From an optimization exercise on the open Yosys and OpenROAD flow, aimed at a short achievable clock period and few clock cycles; shortcuts taken in it are not production practice.
Function not checked in this run: the RTL went through the layout flow alone.
Power and IR drop assume default switching activity.

--- flow/design.v ---
`timescale 1ns / 1ps
module RV32_CPU_top(
    input CLK100,
    input rst,
    output [9:0] LED,
    input [3:0] PB,
    output [15:2] imem_addr,
    input [31:0] imem_rdata,
    output [15:2] dmem_addr,
    input [31:0] dmem_rdata,
    output dmem_we,
    output [3:0] dmem_be,
    output [31:0] dmem_wdata
);
    wire clk = CLK100;
    wire reset = rst;
    localparam OP_LUI    = 7'b0110111;
    localparam OP_AUIPC  = 7'b0010111;
    localparam OP_JAL    = 7'b1101111;
    localparam OP_JALR   = 7'b1100111;
    localparam OP_BRANCH = 7'b1100011;
    localparam OP_LOAD   = 7'b0000011;
    localparam OP_STORE  = 7'b0100011;
    localparam OP_IMM    = 7'b0010011;
    localparam OP_OP     = 7'b0110011;
    reg [15:2]  pcm_id, pcm_r;
    reg [31:16] pc_r_hi;
    reg         sel_id;
    reg [31:16] hi_a, hi_b;
    reg         hi_c, hi_same;
    reg [31:0]  pc_arr;       
    reg         fv;           
    reg         arr_bp;       
    reg [31:0]  arr_succ;     
    localparam NBTB = 8;
    reg [NBTB-1:0] btb_v;
    reg [31:2]  btb_pc  [0:NBTB-1];
    reg [31:2]  btb_tgt [0:NBTB-1];
    reg [2:0]   btb_ptr;
    reg        hold;
    reg [31:0] ir_hold, pc_hold, succ_hold;
    reg        bp_hold;
    reg        e_valid;
    reg [31:0] e_pc, e_imm;
    reg [127:0] e_c1, e_c2;     
    reg [31:0] e_fv1, e_fv2;    
    reg [6:0]  e_r1, e_r2, e_a, e_b;
    reg [6:0]  e_bsh;           
    reg [31:0] e_immx;          
    reg        e_sf2;       
    reg [4:0]  e_rd;
    reg        e_wen, e_load, e_store, e_branch, e_jalr, e_ft, e_bp;
    reg [2:0]  e_f3;
    reg        e_sub, e_sel_add, e_sel_slt, e_sel_sltu, e_sel_xor, e_sel_or,
               e_sel_and, e_sel_sll, e_sel_srl, e_sra;
    reg [31:0] m_result;
    reg [31:0] m_addr;          
    reg [4:0]  m_rd;
    reg        m_wen, m_load;
    reg [2:0]  m_f3;
    reg [15:2] m_daddr;
    reg        m_we, m_io_we;
    reg [3:0]  m_be;
    reg [31:0] m_wdata;
    reg [31:0] w_result;
    reg [4:0]  w_rd;
    reg        w_wen, w_load, w_io;
    reg [2:0]  w_f3;
    reg [1:0]  w_alo;
    reg [3:0]  io_rdata;
    reg [9:0]  led_r;
    wire [15:2] pc_lo = pcm_id | pcm_r;
    assign imem_addr  = pc_lo;
    assign dmem_addr  = m_daddr;
    assign dmem_we    = m_we;
    assign dmem_be    = m_be;
    assign dmem_wdata = m_wdata;
    assign LED        = led_r;
    logic [31:0] w_raw, w_data;
    always_comb begin
        w_raw = w_io ? {28'b0, io_rdata} : dmem_rdata;
        if (w_load) begin
            case (w_f3)
                3'b000: case (w_alo)
                    2'b00: w_data = {{24{w_raw[7]}},  w_raw[7:0]};
                    2'b01: w_data = {{24{w_raw[15]}}, w_raw[15:8]};
                    2'b10: w_data = {{24{w_raw[23]}}, w_raw[23:16]};
                    default: w_data = {{24{w_raw[31]}}, w_raw[31:24]};
                endcase
                3'b001: w_data = w_alo[1] ? {{16{w_raw[31]}}, w_raw[31:16]}
                                          : {{16{w_raw[15]}}, w_raw[15:0]};
                3'b100: case (w_alo)
                    2'b00: w_data = {24'b0, w_raw[7:0]};
                    2'b01: w_data = {24'b0, w_raw[15:8]};
                    2'b10: w_data = {24'b0, w_raw[23:16]};
                    default: w_data = {24'b0, w_raw[31:24]};
                endcase
                3'b101: w_data = w_alo[1] ? {16'b0, w_raw[31:16]} : {16'b0, w_raw[15:0]};
                3'b010: w_data = w_raw;
                default: w_data = 32'b0;
            endcase
        end else begin
            w_data = w_result;
        end
    end
    function automatic [31:0] pick(input [6:0] sel, input [31:0] m, input [31:0] v,
                                   input [127:0] c, input [31:0] x);
        pick = ({32{sel[0]}} & m) | ({32{sel[1]}} & v) |
               ({32{sel[2]}} & c[31:0]) | ({32{sel[3]}} & c[63:32]) |
               ({32{sel[4]}} & c[95:64]) | ({32{sel[5]}} & c[127:96]) |
               ({32{sel[6]}} & x);
    endfunction
    wire [31:0] e_rs1 = pick(e_r1, m_result, e_fv1, e_c1, 32'b0);
    wire [31:0] e_rs2 = pick(e_r2, m_result, e_fv2, e_c2, 32'b0);
    wire [31:0] alu_a = pick(e_a, m_result, e_fv1, e_c1, e_pc);
    wire [31:0] alu_b = pick(e_b, m_result, e_fv2, e_c2, e_immx);
    wire [31:0] sh_b = pick(e_bsh, m_result, e_fv2, e_c2, e_immx);
    wire [31:0] ex_result;
    ALU alu (
        .a(alu_a), .b(alu_b), .shamt(sh_b[4:0]),
        .sub(e_sub), .sel_add(e_sel_add), .sel_slt(e_sel_slt), .sel_sltu(e_sel_sltu),
        .sel_xor(e_sel_xor), .sel_or(e_sel_or), .sel_and(e_sel_and),
        .sel_sll(e_sel_sll), .sel_srl(e_sel_srl), .sra(e_sra),
        .y(ex_result)
    );
    logic br_cond;
    wire br_eq  = (e_rs1 == e_rs2);
    wire br_lt  = ($signed(e_rs1) < $signed(e_rs2));
    wire br_ltu = (e_rs1 < e_rs2);
    always_comb begin
        case (e_f3)
            3'b000: br_cond = br_eq;
            3'b001: br_cond = !br_eq;
            3'b100: br_cond = br_lt;
            3'b101: br_cond = !br_lt;
            3'b110: br_cond = br_ltu;
            3'b111: br_cond = !br_ltu;
            default: br_cond = 1'b0;
        endcase
    end
    wire ex_br_t  = e_valid && e_branch && !e_bp && br_cond;     
    wire ex_br_nt = e_valid && e_branch && !e_bp && !br_cond;    
    wire ex_bp_nt = e_valid && e_branch && e_bp && !br_cond;     
    wire ex_jalr  = e_valid && e_jalr;
    wire [31:0] agu = e_rs1 + e_imm;
    wire [31:0] jalr_target = {agu[31:1], 1'b0};
    wire ex_kill  = ex_br_t || ex_jalr || ex_bp_nt;      
    wire [31:0] st_src = e_sf2 ? w_data : e_rs2;
    logic [3:0] st_be;
    logic [31:0] st_data;
    always_comb begin
        case (e_f3[1:0])
            2'b00: begin
                st_be = 4'b0001 << agu[1:0];
                st_data = {4{st_src[7:0]}};
            end
            2'b01: begin
                st_be = agu[1] ? 4'b1100 : 4'b0011;
                st_data = {2{st_src[15:0]}};
            end
            2'b10: begin
                st_be = 4'b1111;
                st_data = st_src;
            end
            default: begin
                st_be = 4'b0000;
                st_data = st_src;
            end
        endcase
    end
    wire [31:0] d_pc    = hold ? pc_hold : pc_arr;
    wire        d_bp    = hold ? bp_hold : arr_bp;
    wire [31:0] d_succ  = hold ? succ_hold : arr_succ;
    wire        d_valid_u = hold || fv;
    wire        d_valid   = hold || (fv && !ex_kill);
    localparam DW = 15 + 16 + 32 + 32 + 2 + 28 + 1 + 5 + 4 + 3 + 10 + 3;
    wire [DW-1:0] dec_a, dec_h;
    genvar gi;
    generate
        for (gi = 0; gi < 2; gi = gi + 1) begin : dec_g
            wire [31:0] inst = gi ? ir_hold : imem_rdata;
            wire [31:0] pcx  = gi ? pc_hold : pc_arr;
            wire        haz, jal, branch, f1w, f2w, sf2, wen, load, store, jalr;
            wire [14:0] tlo;
            wire [31:16] thi;
            wire [31:0] imm, immx;
            wire [6:0]  r1, r2, a, b;
            wire [4:0]  rd;
            wire [2:0]  f3;
            wire        sub, sel_add, sel_slt, sel_sltu, sel_xor, sel_or, sel_and,
                        sel_sll, sel_srl, sra;
            id_dec dec (
                .inst(inst), .pc(pcx),
                .e_valid(e_valid), .e_wen(e_wen), .e_load(e_load), .e_rd(e_rd),
                .m_wen(m_wen), .m_load(m_load), .m_rd(m_rd),
                .w_wen(w_wen), .w_rd(w_rd),
                .haz(haz), .jal(jal), .branch(branch), .tlo(tlo), .thi_b(thi),
                .imm(imm), .immx(immx), .f1w(f1w), .f2w(f2w),
                .r1(r1), .r2(r2), .a(a), .b(b), .sf2(sf2),
                .rd(rd), .wen(wen), .load(load), .store(store), .jalr(jalr), .f3(f3),
                .sub(sub), .sel_add(sel_add), .sel_slt(sel_slt), .sel_sltu(sel_sltu),
                .sel_xor(sel_xor), .sel_or(sel_or), .sel_and(sel_and),
                .sel_sll(sel_sll), .sel_srl(sel_srl), .sra(sra)
            );
            wire [DW-1:0] o = {tlo, thi, imm, immx, f1w, f2w, r1, r2, a, b, sf2, rd,
                               wen, load, store, jalr, f3,
                               sub, sel_add, sel_slt, sel_sltu, sel_xor, sel_or, sel_and,
                               sel_sll, sel_srl, sra, haz, jal, branch};
            if (gi) begin : sel_h
                assign dec_h = o;
            end else begin : sel_a
                assign dec_a = o;
            end
        end
    endgenerate
    wire [DW-1:0] dec = hold ? dec_h : dec_a;
    wire [14:0]  tlo;                     
    wire [31:16] thi_b;
    wire [31:0]  d_imm, d_immx;
    wire         d_f1w, d_f2w, d_sf2, d_wen, d_load, d_store, d_jalr;
    wire [6:0]   d_r1, d_r2, d_a, d_b;
    wire [4:0]   d_rd;
    wire [2:0]   d_f3;
    wire         d_sub, d_sel_add, d_sel_slt, d_sel_sltu, d_sel_xor, d_sel_or, d_sel_and,
                 d_sel_sll, d_sel_srl, d_sra, f_haz, f_jal, f_branch;
    assign {tlo, thi_b, d_imm, d_immx, d_f1w, d_f2w, d_r1, d_r2, d_a, d_b, d_sf2, d_rd,
            d_wen, d_load, d_store, d_jalr, d_f3,
            d_sub, d_sel_add, d_sel_slt, d_sel_sltu, d_sel_xor, d_sel_or, d_sel_and,
            d_sel_sll, d_sel_srl, d_sra, f_haz, f_jal, f_branch} = dec;
    wire d_branch = f_branch;
    wire stall_u = d_valid_u && f_haz;
    wire stall_d = d_valid && f_haz;
    wire id_redirect_u = d_valid_u && !stall_u && (f_jal || (f_branch && !d_bp));
    wire id_redirect   = d_valid && !stall_d && (f_jal || (f_branch && !d_bp));
    wire [127:0] c1a, c2a, c1h, c2h;
    regs regs (
        .clk(clk), .reset(reset),
        .rs1_a(imem_rdata[17:15]), .rs2_a(imem_rdata[22:20]),
        .rs1_h(ir_hold[17:15]), .rs2_h(ir_hold[22:20]),
        .rs1_cand_a(c1a), .rs2_cand_a(c2a), .rs1_cand_h(c1h), .rs2_cand_h(c2h),
        .wb_enable(w_wen), .wb_reg(w_rd), .wb_data(w_data)
    );
    wire [127:0] d_c1 = hold ? c1h : c1a;
    wire [127:0] d_c2 = hold ? c2h : c2a;
    wire [31:0] d_fv1 = d_f1w ? m_result : w_data;
    wire [31:0] d_fv2 = d_f2w ? m_result : w_data;
    wire [31:16] pc_id_hi = hi_a + hi_b + {15'b0, hi_c};
    wire [31:0]  pc_cur = {sel_id ? pc_id_hi : pc_r_hi, pc_lo, 2'b00};
    wire [31:16] pc_hi_q = sel_id ? hi_a : pc_r_hi;
    wire         btb_ok = !sel_id || hi_same;
    wire [31:0]  pc_cur4 = pc_cur + 32'd4;
    logic [NBTB-1:0] btb_hit;
    logic [31:2] btb_t;
    always_comb begin
        btb_t = 30'b0;
        for (int k = 0; k < NBTB; k = k + 1) begin
            btb_hit[k] = btb_ok && btb_v[k] && btb_pc[k] == {pc_hi_q, pc_lo};
            btb_t = btb_t | ({30{btb_hit[k]}} & btb_tgt[k]);
        end
    end
    wire bp_hit = |btb_hit;
    wire [31:0] pc_seq = bp_hit ? {btb_t, 2'b00} : pc_cur4;    
    wire ex_redir = ex_jalr || ex_bp_nt || ex_br_t || (ex_br_nt && !e_ft);
    wire take_id = !ex_redir && id_redirect_u;
    logic [31:0] pc_next;
    always_comb begin
        if (ex_jalr) pc_next = jalr_target;
        else if (ex_bp_nt) pc_next = e_pc + 32'd4;
        else if (ex_br_t) pc_next = pc_seq;
        else if (ex_br_nt && !e_ft) pc_next = e_pc + 32'd4;
        else if (stall_u || ex_br_nt) pc_next = d_succ;
        else pc_next = pc_seq;
    end
    wire fv_next = !(ex_jalr || ex_bp_nt || ex_br_nt || (id_redirect && f_jal));
    always_ff @(posedge clk) begin
        if (reset) begin
            pcm_id <= 14'b0;
            pcm_r <= 14'b0;
            pc_r_hi <= 16'b0;
            sel_id <= 1'b0;
            fv <= 1'b0;
            hold <= 1'b0;
        end else begin
            pcm_id <= take_id ? tlo[13:0] : 14'b0;
            pcm_r <= take_id ? 14'b0 : pc_next[15:2];
            pc_r_hi <= pc_next[31:16];
            sel_id <= take_id;
            fv <= fv_next;
            hold <= stall_d;
        end
        hi_a <= d_pc[31:16];
        hi_b <= thi_b;
        hi_c <= tlo[14];
        hi_same <= tlo[14] ? (thi_b == 16'hffff) : (thi_b == 16'h0000);
        pc_arr <= pc_cur;
        arr_bp <= bp_hit;
        arr_succ <= pc_seq;
        if (!hold) begin
            ir_hold <= imem_rdata;
            pc_hold <= pc_arr;
            bp_hold <= arr_bp;
            succ_hold <= arr_succ;
        end
    end
    always_ff @(posedge clk) begin
        if (reset) begin
            e_valid <= 1'b0;
        end else begin
            e_valid <= d_valid && !stall_d;
        end
        e_pc <= d_pc;
        e_imm <= d_imm;
        e_c1 <= d_c1;
        e_c2 <= d_c2;
        e_fv1 <= d_fv1;
        e_fv2 <= d_fv2;
        e_r1 <= d_r1;
        e_r2 <= d_r2;
        e_a <= d_a;
        e_b <= d_b;
        e_bsh <= (d_sel_sll || d_sel_srl) ? d_b : 7'b0;
        e_immx <= d_immx;
        e_sf2 <= d_sf2;
        e_rd <= d_rd;
        e_wen <= d_wen;
        e_load <= d_load;
        e_store <= d_store;
        e_branch <= d_branch;
        e_jalr <= d_jalr;
        e_bp <= d_bp;
        e_ft <= !ex_br_nt;
        e_f3 <= d_f3;
        e_sub <= d_sub;
        e_sel_add <= d_sel_add;
        e_sel_slt <= d_sel_slt;
        e_sel_sltu <= d_sel_sltu;
        e_sel_xor <= d_sel_xor;
        e_sel_or <= d_sel_or;
        e_sel_and <= d_sel_and;
        e_sel_sll <= d_sel_sll;
        e_sel_srl <= d_sel_srl;
        e_sra <= d_sra;
    end
    reg [NBTB-1:0] bu_we;         
    reg        bu_del;
    reg [31:2] bu_pc, bu_tgt;
    always_ff @(posedge clk) begin
        if (reset) begin
            bu_we <= {NBTB{1'b0}};
            bu_del <= 1'b0;
            btb_ptr <= 3'd0;
        end else begin
            bu_we <= ex_br_t ? (8'b1 << btb_ptr) : 8'b0;
            if (ex_br_t) btb_ptr <= btb_ptr + 3'd1;
            bu_del <= ex_bp_nt;
        end
        bu_pc <= e_pc[31:2];
        bu_tgt <= pc_cur[31:2];
    end
    always_ff @(posedge clk) begin
        for (int k = 0; k < NBTB; k = k + 1) begin
            if (reset)
                btb_v[k] <= 1'b0;
            else if (bu_we[k])
                btb_v[k] <= 1'b1;
            else if (bu_del && btb_pc[k] == bu_pc)
                btb_v[k] <= 1'b0;
            if (bu_we[k]) begin
                btb_pc[k] <= bu_pc;
                btb_tgt[k] <= bu_tgt;
            end
        end
    end
    always_ff @(posedge clk) begin
        if (reset) begin
            m_wen <= 1'b0;
            m_we <= 1'b0;
            m_io_we <= 1'b0;
        end else begin
            m_wen <= e_valid && e_wen;
            m_we <= e_valid && e_store && !agu[31];
            m_io_we <= e_valid && e_store && agu[31];
        end
        m_result <= ex_result;
        m_rd <= e_rd;
        m_load <= e_load;
        m_f3 <= e_f3;
        m_daddr <= agu[15:2];
        m_addr <= agu;
        m_be <= st_be;
        m_wdata <= st_data;
    end
    always_ff @(posedge clk) begin
        if (reset) begin
            led_r <= 10'b0;
        end else if (m_io_we && m_addr[3:2] == 2'b01) begin
            if (m_be[0]) led_r[7:0] <= m_wdata[7:0];
            if (m_be[1]) led_r[9:8] <= m_wdata[9:8];
        end
        io_rdata <= (m_addr[3:2] == 2'b00) ? PB : 4'b0;
    end
    always_ff @(posedge clk) begin
        if (reset) begin
            w_wen <= 1'b0;
        end else begin
            w_wen <= m_wen;
        end
        w_result <= m_result;
        w_rd <= m_rd;
        w_load <= m_load;
        w_io <= m_addr[31];
        w_f3 <= m_f3;
        w_alo <= m_addr[1:0];
    end
endmodule
module id_dec(
    input  [31:0] inst,
    input  [31:0] pc,
    input         e_valid,      
    input         e_wen,
    input         e_load,
    input  [4:0]  e_rd,
    input         m_wen,        
    input         m_load,
    input  [4:0]  m_rd,
    input         w_wen,        
    input  [4:0]  w_rd,
    output        haz,          
    output        jal,
    output        branch,
    output [14:0] tlo,          
    output [31:16] thi_b,       
    output [31:0] imm,          
    output [31:0] immx,         
    output        f1w,          
    output        f2w,
    output [6:0]  r1, r2, a, b,   
    output        sf2,          
    output [4:0]  rd,
    output        wen, load, store, jalr,
    output [2:0]  f3,
    output        sub, sel_add, sel_slt, sel_sltu, sel_xor, sel_or, sel_and,
                  sel_sll, sel_srl, sra
);
    function automatic [14:0] add14(input [13:0] x, input [13:0] y);
        reg [13:0] g, p, gg, pp, g2, p2;
        integer i, d;
        begin
            g = x & y;
            p = x ^ y;
            gg = g;
            pp = p;
            for (d = 1; d < 14; d = d * 2) begin
                g2 = gg;
                p2 = pp;
                for (i = d; i < 14; i = i + 1) begin
                    g2[i] = gg[i] | (pp[i] & gg[i-d]);
                    p2[i] = pp[i] & pp[i-d];
                end
                gg = g2;
                pp = p2;
            end
            add14 = {gg[13], p ^ {gg[12:0], 1'b0}};
        end
    endfunction
    wire [6:0] op  = inst[6:0];
    wire [4:0] rs1 = inst[19:15];
    wire [4:0] rs2 = inst[24:20];
    assign rd = inst[11:7];
    assign f3 = inst[14:12];
    wire lui   = (op == 7'b0110111);
    wire auipc = (op == 7'b0010111);
    assign jal    = (op == 7'b1101111);
    assign branch = (op == 7'b1100011);
    assign jalr   = (op == 7'b1100111);
    assign load   = (op == 7'b0000011);
    assign store  = (op == 7'b0100011);
    wire opimm  = (op == 7'b0010011);
    wire opreg  = (op == 7'b0110011);
    wire use1 = jalr || branch || load || store || opimm || opreg;
    wire use2 = branch || store || opreg;
    assign wen = (lui || auipc || jal || jalr || load || opimm || opreg) && (rd != 5'd0);
    wire e_ld = e_valid && e_load;
    wire m_ld = m_wen && m_load;
    wire haz1 = use1 && (rs1 != 5'd0) &&
                ((e_ld && e_rd == rs1) || (m_ld && m_rd == rs1));
    wire haz2 = use2 && (rs2 != 5'd0) &&
                ((e_ld && e_rd == rs2) || (!store && m_ld && m_rd == rs2));
    assign haz = haz1 || haz2;
    wire [31:0] imm_i = {{20{inst[31]}}, inst[31:20]};
    wire [31:0] imm_s = {{20{inst[31]}}, inst[31:25], inst[11:7]};
    wire [31:0] imm_b = {{20{inst[31]}}, inst[7], inst[30:25], inst[11:8], 1'b0};
    wire [31:0] imm_u = {inst[31:12], 12'b0};
    wire [31:0] imm_j = {{12{inst[31]}}, inst[19:12], inst[20], inst[30:21], 1'b0};
    assign imm = store ? imm_s : (lui || auipc) ? imm_u : imm_i;
    assign immx = (jal || jalr) ? 32'd4 : imm;
    wire [14:0] tlo_j = add14(pc[15:2], imm_j[15:2]);
    wire [14:0] tlo_b = add14(pc[15:2], imm_b[15:2]);
    assign tlo   = inst[3] ? tlo_j : tlo_b;
    assign thi_b = inst[3] ? imm_j[31:16] : imm_b[31:16];
    wire e_fw = e_valid && e_wen;
    wire f1m = (rs1 != 5'd0) && e_fw && e_rd == rs1;
    assign f1w = (rs1 != 5'd0) && m_wen && m_rd == rs1;
    wire f1x = (rs1 != 5'd0) && w_wen && w_rd == rs1;
    wire f2m = (rs2 != 5'd0) && e_fw && e_rd == rs2;
    assign f2w = (rs2 != 5'd0) && m_wen && m_rd == rs2;
    wire f2x = (rs2 != 5'd0) && w_wen && w_rd == rs2;
    assign sf2 = store && (rs2 != 5'd0) && m_ld && m_rd == rs2 && !f2m;
    assign r1 = f1m ? 7'b0000001 : (f1w || f1x) ? 7'b0000010 : {1'b0, 4'b0001 << rs1[4:3], 2'b00};
    assign r2 = f2m ? 7'b0000001 : (f2w || f2x) ? 7'b0000010 : {1'b0, 4'b0001 << rs2[4:3], 2'b00};
    assign a = (auipc || jal || jalr) ? 7'b1000000 : lui ? 7'b0000000 : r1;
    assign b = opreg ? r2 : 7'b1000000;
    wire arith = opimm || opreg;
    assign sub = opreg && (inst[30] ? (f3 == 3'b000) : 1'b0) ||
                 arith && (f3 == 3'b010 || f3 == 3'b011);
    assign sel_add = !arith || f3 == 3'b000;
    assign sel_slt = arith && f3 == 3'b010;
    assign sel_sltu = arith && f3 == 3'b011;
    assign sel_xor = arith && f3 == 3'b100;
    assign sel_or = arith && f3 == 3'b110;
    assign sel_and = arith && f3 == 3'b111;
    assign sel_sll = arith && f3 == 3'b001;
    assign sel_srl = arith && f3 == 3'b101;
    assign sra = inst[30];
endmodule
module ALU(
    input  logic [31:0] a,
    input  logic [31:0] b,
    input  logic [4:0]  shamt,     
    input  logic        sub,       
    input  logic        sel_add,   
    input  logic        sel_slt,
    input  logic        sel_sltu,
    input  logic        sel_xor,
    input  logic        sel_or,
    input  logic        sel_and,
    input  logic        sel_sll,
    input  logic        sel_srl,   
    input  logic        sra,
    output logic [31:0] y
);
    logic [32:0] sum;
    always_comb begin
        logic [31:0] g, p, gg, pp, g2, p2, bb;
        bb = sub ? ~b : b;
        g = a & bb;
        p = a ^ bb;
        gg = g;
        pp = p;
        gg[0] = g[0] | (p[0] & sub);
        for (int d = 1; d < 32; d = d * 2) begin
            g2 = gg;
            p2 = pp;
            for (int i = d; i < 32; i = i + 1) begin
                g2[i] = gg[i] | (pp[i] & gg[i-d]);
                p2[i] = pp[i] & pp[i-d];
            end
            gg = g2;
            pp = p2;
        end
        sum = {gg[31], p ^ {gg[30:0], sub}};
    end
    logic lt_s, lt_u;
    assign lt_u = !sum[32];
    assign lt_s = (a[31] ^ b[31]) ? a[31] : sum[31];
    logic [31:0] shl, shr;
    assign shl = a << shamt;
    assign shr = $signed({sra & a[31], a}) >>> shamt;
    always_comb begin
        y = ({32{sel_add}}  & sum[31:0])
          | ({32{sel_slt}}  & {31'b0, lt_s})
          | ({32{sel_sltu}} & {31'b0, lt_u})
          | ({32{sel_xor}}  & (a ^ b))
          | ({32{sel_or}}   & (a | b))
          | ({32{sel_and}}  & (a & b))
          | ({32{sel_sll}}  & shl)
          | ({32{sel_srl}}  & shr);
    end
endmodule
module regs(
    input clk,
    input reset,
    input [2:0] rs1_a,
    input [2:0] rs2_a,
    input [2:0] rs1_h,
    input [2:0] rs2_h,
    input wb_enable,
    input [4:0] wb_reg,
    input [31:0] wb_data,
    output [127:0] rs1_cand_a,
    output [127:0] rs2_cand_a,
    output [127:0] rs1_cand_h,
    output [127:0] rs2_cand_h
);
    logic [31:0] registers [31:1];
    logic [31:1] written;
    always_ff @(posedge clk) begin
        if (reset)
            written <= 31'b0;
        else if (wb_enable && wb_reg != 5'd0)
            written[wb_reg] <= 1'b1;
    end
    always_ff @(posedge clk) begin
        if (wb_enable && wb_reg != 5'd0)
            registers[wb_reg] <= wb_data;
    end
    wire [31:0] rd [0:31];
    assign rd[0] = 32'b0;
    genvar i, g;
    generate
        for (i = 1; i < 32; i = i + 1) begin : rd_g
            assign rd[i] = written[i] ? registers[i] : 32'b0;
        end
        for (g = 0; g < 4; g = g + 1) begin : cand_g
            assign rs1_cand_a[32*g +: 32] = rd[{g[1:0], rs1_a}];
            assign rs2_cand_a[32*g +: 32] = rd[{g[1:0], rs2_a}];
            assign rs1_cand_h[32*g +: 32] = rd[{g[1:0], rs1_h}];
            assign rs2_cand_h[32*g +: 32] = rd[{g[1:0], rs2_h}];
        end
    endgenerate
endmodule
--- flow/config.mk ---
export PLATFORM = sky130hd
export DESIGN_NAME = RV32_CPU_top
export DESIGN_NICKNAME = RV32_CPU_top
export VERILOG_FILES = /design/flow/design.v
export SDC_FILE = /design/flow/constraint.sdc
export NUM_CORES = 4
export LEC_CHECK = 0
export ABC_CLOCK_PERIOD_IN_PS = 4000
export CAP_MARGIN = 20
export CORE_MARGIN = 2
export CORE_UTILIZATION = 40
export SLEW_MARGIN = 20
--- flow/constraint.sdc ---
create_clock -name core_clock -period 15.0 [get_ports {CLK100}]
set_input_delay 3.0000 -clock core_clock [delete_from_list [all_inputs] [get_ports {CLK100}]]
set_output_delay 3.0000 -clock core_clock [all_outputs]
set_load 0.01 [all_outputs]
--- flow/standard.sh ---
#!/bin/bash
# synth_recipe.tcl (not shown) runs the flow's synth.tcl, then flattens the netlist and writes it again
# the make line also repeats each setting of config.mk as NAME=value (left out here)
make -C /OpenROAD-flow-scripts/flow DESIGN_CONFIG=/design/flow/config.mk WORK_HOME=/design/flow/orfs CLKGATE_MAP_FILE= SYNTH_SCRIPT=/design/flow/synth_recipe.tcl "${@:-finish}"
--- flow/flow/setup_margin.txt ---
10
--- flow/flow/run.sh ---
#!/bin/bash
# Own layout flow: the standard synthesis and standard ORFS layout
# (standard.sh), with ORFS's timing repair asked to leave more setup slack
# than the design's 15 ns clock needs. With the 15 ns clock every path has
# slack, so repair_timing would otherwise leave the critical paths as they
# are. The constraints (SDC) are the design's, unchanged.
set -euo pipefail
MARGIN=$(cat flow/setup_margin.txt 2>/dev/null || echo 10)
bash standard.sh synth > flow_synth.log 2>&1
bash standard.sh SETUP_SLACK_MARGIN=$MARGIN finish > flow_layout.log 2>&1
==> run notes <==
routing by layer:
metal	share of wire [%]	GRT usage, %
met1	35	52.62
met2	38	58.05
met3	18	23.68
met4	9.5	32.64
met5	0.12	1.883
worst reg2reg max path, cell delays in order, from the launching register on:
cell	delay [ns]
dfxtp_1	0.98
a22oi_1	0.22
nand3_1	0.40
ha_1	0.36
a211oi_1	0.27
o211ai_1	0.13
o221ai_1	0.40
and3b_1	0.29
a2111oi_4	0.08
buf_4	0.19
or3_4	0.47
nand2_1	0.45
nor3_4	0.09
buf_6	0.16
or2_4	0.34
a211oi_1	0.21
sequential cells by signal, summed over array words and instances (netlist names), 128 cells and up:
name	cells
regs.registers	992
e_c1	128
e_c2	128
btb_tgt	240
btb_pc	240
repair_timing:
action                                  CTS  global route
pin swaps                                21            24
gates cloned                              7             6
endpoints found under the setup margin  481           225
setup buffers                            59            37
resized for setup                       251           160
hold buffers                              0             0
area by class of cell:
cell class              instances  area [µm²]  share of cell area (%)
clock buffers                 380        7791                   5.465
flip-flops and latches       2359       62730                   44.00
inverters                     262        1022                  0.7170
repair buffers                633        6026                   4.227
well taps                    4120        5155                   3.616
clock inverters               129        1369                  0.9601
diodes                         97       242.7                  0.1703
multi-input cells            8983       58230                   40.84
through the flow:
step	util (%)	power [mW]	worst slack [ns]
after global placement	42.41	8.174	8.028
after global routing	46.13	15.39	9.856
after CTS	45.79	15.06	9.786
after detailed placement	42.42	8.181	8.086
final	46.20	15.21	9.876
after floorplan	-	7.606	9.630
cells in the final DEF, fill, tap and decap left out, drive strengths merged, types with 178 or more instances in the layout:
master  count
edfxtp   1534
o22ai    1462
nand2    1411
dfxtp     825
nor2      681
a22oi     542
xnor2     506
o21ai     499
buf       498
a31oi     440
nor3      436
a21oi     409
clkbuf    389
nand3     343
nor4      300
inv       265
ha        234
xor2      178
report_power, final:
part	internal [mW]	switching, mW
Combinational	0.255	0.873
Sequential	6.98	0.0929
Clock	4.01	2.99
Total	11.2	3.96
path summary, 6_finish.rpt:
kind	startpoint	to	slack (ns)	cells past startpoint
worst min register to register	m_addr[0]$_DFF_P_	w_alo[0]$_DFF_P_	0.33	0
worst max register to register	e_c1[21]$_DFF_P_	pcm_r[4]$_SDFF_PP0_	9.88	15
worst max-delay path	e_c1[21]$_DFF_P_	pcm_r[4]$_SDFF_PP0_	9.88	15
worst min-delay path	m_addr[0]$_DFF_P_	w_alo[0]$_DFF_P_	0.33	0
cell families after synthesis:
logic type,Yosys count,synth area share [%]
fa+ha+maj,242,2.490
mux,304,2.763
compound gates,4111,21.78
buf+inv,1309,4.114
simple gates,3635,13.55
xor+xnor,684,4.831
flops,2359,50.47
==> results.yml <==
status:
  run_status: "complete, no violations"
logic_synthesis:
  synth.avg_cell_area_um2: 9.807
  post_synth_num_cell_types: 95
  number_of_flops_mapped_to_enable_cells_by_yosys: 1534
  ys_top_cells_by_area: "edfxtp_1 (37%), dfxtp_1 (13%), o22ai_1 (7.4%)"
  postSynthCellCount: 12640
  yosysMostFrequentCell: "edfxtp_1"
  yosysTopAreaCell: "edfxtp_1"
  postSynthRegisterBits: 2359
  synth.yosys.seq_area_share_pct: 50.47
  synth.cell_area_um2: 124000
  synth.cells.most_frequent: "edfxtp_1 (1534), o22ai_1 (1460), nand2_1 (1407)"
  mappedNetlistNets: 12960
  synth.top_cell.area_share_pct: 37.15
  yosys_warnings: 6
  share_of_async_settable_or_async_resettable_flops_after_synthesis_pct: 0
  ys.flop_type: "edfxtp_1"
pwr:
  power.density_nw_per_um2: 106.7
  peakVddDrop_mv: 0.09011
  power_leakage_nw: 46.16
timing:
  final-hold-violation-count: 0
  worst_clock_skew_ns: 0.07626
  timing.final.max_slew_violations: 0
  period_share_pct: 34.16
  slew-limit-headroom_pct: 10.39
  setup_violations: 0
  unrepaired_setup_endpoints_after_global_routing: "true"
  worst-slew-pin-transition_ns: 1.339
  total_neg_setup_slack_ns: 0
  hold-worst-slack_ns: 0.3307
  timing.final.crit_period_ns: 5.124
  max_clk_rate_ghz: 0.1952
route:
  via_count: 126400
  drt_iter0_drc: 26090
  drt-pass1-iter-count: 14
  ant_nets: 0
  drc: 0
  post_drt_wl_per_cell_um: 42.73
  route.detailed.vias_per_inst: 7.453
  totalWireLength_um: 724900
global_routing:
  grt_max_degree: 154
  grt_antenna_before_repair: 94
  first_global_vias: 115800
  grt_pass1_wl_um: 966700
  grt_util_all_layers_pct: 43.80
  grt_overflow: 0
clock_tree:
  clk_path_buf_depth: 4
  clock-root-buffer: "clkbuf_16"
  clkSlewWorstSetupHoldPaths_ns: 0.06
  cts_buffers: 279
  clock_network_latency_to_the_later_pin_of_the_worst_skew_pair_ns: 0.97
  cts.htree.levels: 5
  clock-sinks: 2359
  clock_tree_from_tritoncts: "yes"
layout:
  postLayoutCellArea_um2: 142600
  area_delta_synth_final_pct: 14.97
  design.final.nets: 12830
  final_layout_size_suffix_gt1_share_pct: 11.65
  layoutNonFillerInstCount: 16960
  nFillCells: 28460
floorplan:
  die_area_um2: 314500
  design.portCount: 145
  core_region_area_um2: 308600
  initial_util_pct: 40.18
  num_rows: 204
  die-height_um: 560.8
  floorplan.die.width_um: 560.8
run:
  max-cap-violations: 0
min_path:
  holdCritPathClass: "reg2reg"
setup_path:
  critical_path_arrival_ns: 5.95
  path_common_cell: "a211oi_1"
  crit_slowest_cell: "dfxtp_1"
  cp_max_fo: 12
  setup.worst_path.start_class: "register"
  crit_path_end_kind: "register"
  crit_required_ns: 15.83
  crit_path_max_incr_delay_ns: 0.98
  crit_path_cell_trace: "a22oi_1 > nand3_1 > ha_1 > a211oi_1 > o211ai_1 > o221ai_1 > and3b_1 > a2111oi_4 > buf_4 > or3_4 > nand2_1 > nor3_4 > buf_6 > or2_4 > a211oi_1"
  worst-path-buf-inv: 2
  setup.worst_path.class: "reg2reg"
  critPathTopFamily: "simple AND/OR/NAND/NOR gates"
place:
  place_hpwl_um: 459000
  placed_cells_incl_taps: 16250
  placement.cell_area_um2: 130900
  place.gp.congestion: 1.061
  buffer_ports.inserted: 144

## port drivers added, routing unchanged
In the flow no input, the clock included, has a driving cell. The finished layout below was timed again as built, in two steps. Step 1: set_driving_cell puts a clkbuf_16 on CLK100 and a buf_2 on each other input, an assumption about the parent block. Step 2, shift: input delay + t, output delay - t, t = (earliest + latest rising clock arrival at the registers) / 2. This alone moves slack from input paths to output paths. Three values: no drivers, after step 1, after step 2; two values: the first two.
t (ns): 1.032
setup slack, ns: 9.876 / 9.876 / 8.900
hold WS [ns]: 0.331 / 0.331 / 0.331
After both steps setup and hold are still met in this run. The setup slack of this run moves by 0.000 ns with the drivers and by -0.976 ns with both steps.
